What follows belongs to an exercise in optimizing a design on an open flow for small area, a short achievable clock period and few clock cycles per item; a production flow would make more cautious choices.
In this exercise RTL edits were held to simulation tests only and were not proved equivalent to the original.

Setup of alpha:
Design top, start of the top module:
module top(
		input wire [31:0] opa,
		input wire [31:0] opb,
		input wire start,
		input wire rst,
		input wire clk,
		output reg done,
		output reg [31:0] result
);
==> module absdiff, before the edit <==
module absdiff (
	input  wire [30:0] x,
	input  wire [30:0] y,
	output wire [30:0] d,
	output wire        xgty,
	output wire        xeqy
);
localparam N = 31;
localparam L = 5;
wire [N-1:0] p0 = ~(x ^ y);
wire [N-1:0] g0 = x & ~y;
reg [N-1:0] G;
reg [N-1:0] P;
reg [N-1:0] c;
integer l, i;
always @* begin
	G = g0;
	P = p0;
	for (l = 0; l < L; l = l + 1)
		for (i = 0; i < N; i = i + 1)
			if ((i + 1) % (2 << l) == 0) begin
				G[i] = G[i] | (P[i] & G[i - (1 << l)]);
				P[i] = P[i] & P[i - (1 << l)];
			end
	for (l = L - 2; l >= 0; l = l - 1)
		for (i = 0; i < N; i = i + 1)
			if ((i + 1) % (2 << l) == (1 << l) && i >= (2 << l)) begin
				G[i] = G[i] | (P[i] & G[i - (1 << l)]);
				P[i] = P[i] & P[i - (1 << l)];
			end
	c[0] = G[N-1];
	for (i = 1; i < N; i = i + 1)
		c[i] = G[i-1] | (P[i-1] & G[N-1]);
end
wire gall = G[N-1];
assign d    = p0 ^ c ^ {N{~gall}};
assign xgty = gall;
assign xeqy = P[N-1];
endmodule
==> module top, before the edit <==
module top(
		input wire [31:0] opa,
		input wire [31:0] opb,
		input wire start,
		input wire rst,
		input wire clk,
		output reg done,
		output reg [31:0] result
);
reg        busy;
reg        zf;      
reg        zbp;     
reg        gy;      
reg        gx;      
reg  [4:0] k;
reg [31:0] a;
reg [31:0] b;
wire        xgty;
wire        xeqy;
wire [30:0] dh;
wire [30:0] xh = a[31:1] & {31{gx}};
wire [30:0] yh = b[31:1] & {31{gy}};
absdiff u_absdiff(.x(xh), .y(yh), .d(dh), .xgty(xgty), .xeqy(xeqy));
wire eqt = xeqy & a[0] & b[0];
wire b1  = (b == 32'd1);    
wire fin = zf | eqt | b1;
wire kz  = (k == 5'd0);
always @* begin
	done   = busy & fin & kz;
	result = b;
end
wire accept = start & (~busy | done);
wire [2:0] tz = xh[2:0] ^ yh[2:0];
reg  [30:0] ds;
always @* begin
	if (tz[0])      ds = dh;
	else if (tz[1]) ds = {1'b0, dh[30:1]};
	else if (tz[2]) ds = {2'b0, dh[30:2]};
	else            ds = {3'b0, dh[30:3]};
end
wire opaz = (opa == 32'd0);
wire opbz = (opb == 32'd0);
reg  [4:0] kin;
wire [31:0] oab = opa | opb;
integer i;
always @* begin
	kin = 5'd0;
	for (i = 31; i >= 0; i = i - 1)
		if (oab[i]) kin = i[4:0];
	if (opaz || opbz) kin = 5'd0;
end
always @(posedge clk or negedge rst) begin
	if (~rst) begin
		busy <= 1'b0;
	end else begin
		busy <= start | (busy & ~done);
	end
end
wire zfn = accept ? opaz : (fin | zbp);
wire an0 = accept ? opa[0] : ((|tz) | dh[3]);
wire bn0 = accept ? opb[0] : (~fin & (xgty ? b[0] : a[0]));
always @(posedge clk) begin
	zf  <= zfn;
	gy  <= (an0 | ~bn0) & ~zfn;
	gx  <= bn0;
	zbp <= accept & opbz;
	if (accept) begin
		a <= opa;
		b <= opb;
		k <= kin;
	end else begin
		a <= {1'b0, ds};
		if (fin) begin
			b <= {b[30:0], 1'b0};
			k <= k - 5'd1;
		end else if (~xgty)
			b <= a;
	end
end
endmodule
clock: 7.0 ns
lec_check: 0
cap_margin: 20
core_margin: 2
core_utilization: 40
setup_slack_margin: 2.6
slew_margin: 20
standard.sh (not shown) runs the stock make flow with config.mk's settings and CLKGATE_MAP_FILE= SYNTH_SCRIPT=/design/flow/synth_recipe.tcl, a recipe that flattens the netlist after the stock synthesis.
==> flow/flow/run.sh <==
#!/bin/bash
# Standard layout, with plain buf_1 cells as the port buffers.
set -euo pipefail
export BUFFER_PORTS_ARGS="-buffer_cell sky130_fd_sc_hd__buf_1"
bash standard.sh > standard.log 2>&1
alpha: all stages complete, timing, DRC and antenna checks passed
Testbench counts of alpha, summed over its fixed seeds: cycles 51,745, items 2,400.
Changes in beta relative to alpha:
==> flow/design.v <==
module absdiff (
	input  wire [30:0] x,
	input  wire [30:0] y,
	output wire [30:0] d,
	output wire        xgty,
	output wire        xeqy
);
localparam N = 31;
localparam L = 5;
wire [N-1:0] p0 = ~(x ^ y);
wire [N-1:0] g0 = x & ~y;
reg [N-1:0] G;
reg [N-1:0] P;
reg [N-1:0] c;
integer l, i;
always @* begin
	G = g0;
	P = p0;
	for (l = 0; l < L; l = l + 1)
		for (i = 0; i < N; i = i + 1)
			if ((i >> l) & 1) begin
				G[i] = G[i] | (P[i] & G[((i >> l) << l) - 1]);
				P[i] = P[i] & P[((i >> l) << l) - 1];
			end
	c[0] = G[N-1];
	for (i = 1; i < N; i = i + 1)
		c[i] = G[i-1] | (P[i-1] & G[N-1]);
end
wire gall = G[N-1];
assign d    = p0 ^ c ^ {N{~gall}};
assign xgty = gall;
assign xeqy = P[N-1];
endmodule
module top(
		input wire [31:0] opa,
		input wire [31:0] opb,
		input wire start,
		input wire rst,
		input wire clk,
		output reg done,
		output reg [31:0] result
);
reg        busy;
reg        sb;      
reg  [4:0] k;
reg [31:0] a;
reg [31:0] b;
wire        xgty;
wire        xeqy;
wire [30:0] dh;
wire [30:0] xh = a[31:1] & {31{b[0]}};
wire [30:0] yh = b[31:1] & {31{(a[0] | ~b[0]) & ~sb}};
absdiff u_absdiff(.x(xh), .y(yh), .d(dh), .xgty(xgty), .xeqy(xeqy));
wire za  = (a == 32'd0);
wire eqt = xeqy & a[0] & b[0];
wire fin = za | eqt;
wire kz  = (k == 5'd0);
always @* begin
	done   = busy & fin & kz;
	result = b;
end
wire accept = start & (~busy | done);
wire [2:0] tz = xh[2:0] ^ yh[2:0];
reg  [30:0] ds;
always @* begin
	if (tz[0])      ds = dh;
	else if (tz[1]) ds = {1'b0, dh[30:1]};
	else if (tz[2]) ds = {2'b0, dh[30:2]};
	else            ds = {3'b0, dh[30:3]};
end
reg  [4:0] kin;
wire [31:0] oab = opa | opb;
integer i;
always @* begin
	kin = 5'd0;
	for (i = 31; i >= 0; i = i - 1)
		if (oab[i]) kin = i[4:0];
	if (opa == 32'd0 || opb == 32'd0) kin = 5'd0;
end
always @(posedge clk or negedge rst) begin
	if (~rst) begin
		busy <= 1'b0;
	end else begin
		busy <= start | (busy & ~done);
	end
end
always @(posedge clk) begin
	sb <= fin & ~accept;
	if (accept) begin
		a <= opa;
		b <= opb;
		k <= kin;
	end else begin
		a <= {1'b0, ds};
		if (fin) begin
			b <= {b[30:0], 1'b0};
			k <= k - 5'd1;
		end else if (~xgty)
			b <= a;
	end
end
endmodule
--- outcome ---
beta finished every step from synthesis to the final layout, and the layout passed the timing, DRC and antenna checks. The timing startpoint of the critical path comes out b[0]$_DFFE_PP_ in one run and gy$_DFF_P_ in the other, namely in beta and alpha respectively. Summary of beta over alpha: fmax shrank by about 4%, cell area after placement lower, area of the die went down 2.2%, wire length increased 3.0%. Between beta and alpha, the path length in cells of the critical path is higher for beta.
Testbench counts of beta, summed over its fixed seeds: cycles 52,913, items 2,400.

## re-timing with driven ports
No port has a modelled driver above. Below, the same layouts with a new extraction and two added sets of constraints.
Step 1 assumes that a clkbuf_16 drives the clock port and a buf_2 every other input.
Step 2 moves the port delays by t, midway between the first and last clock arrival at a register: inputs arrive t later, outputs are due t later. That takes back most of the time a late clock gives input paths.
Slacks: no drivers / after step 1 / after step 2; pairs: no drivers / after step 1.
run | shift t [ns] | slack for setup (ns) | hold WS [ns] | worst register clock-pin slew, ns | worst data-port slew with drivers (ns)
alpha | 0.378 | 2.742 / 2.702 / 2.814 | 0.525 / 0.525 / 0.525 | 0.06 / 0.06 | 0.04
beta | 0.368 | 2.568 / 2.533 / 2.719 | 0.605 / 0.605 / 0.605 | 0.06 / 0.06 | 0.04
After both steps setup and hold are still met in every run listed.
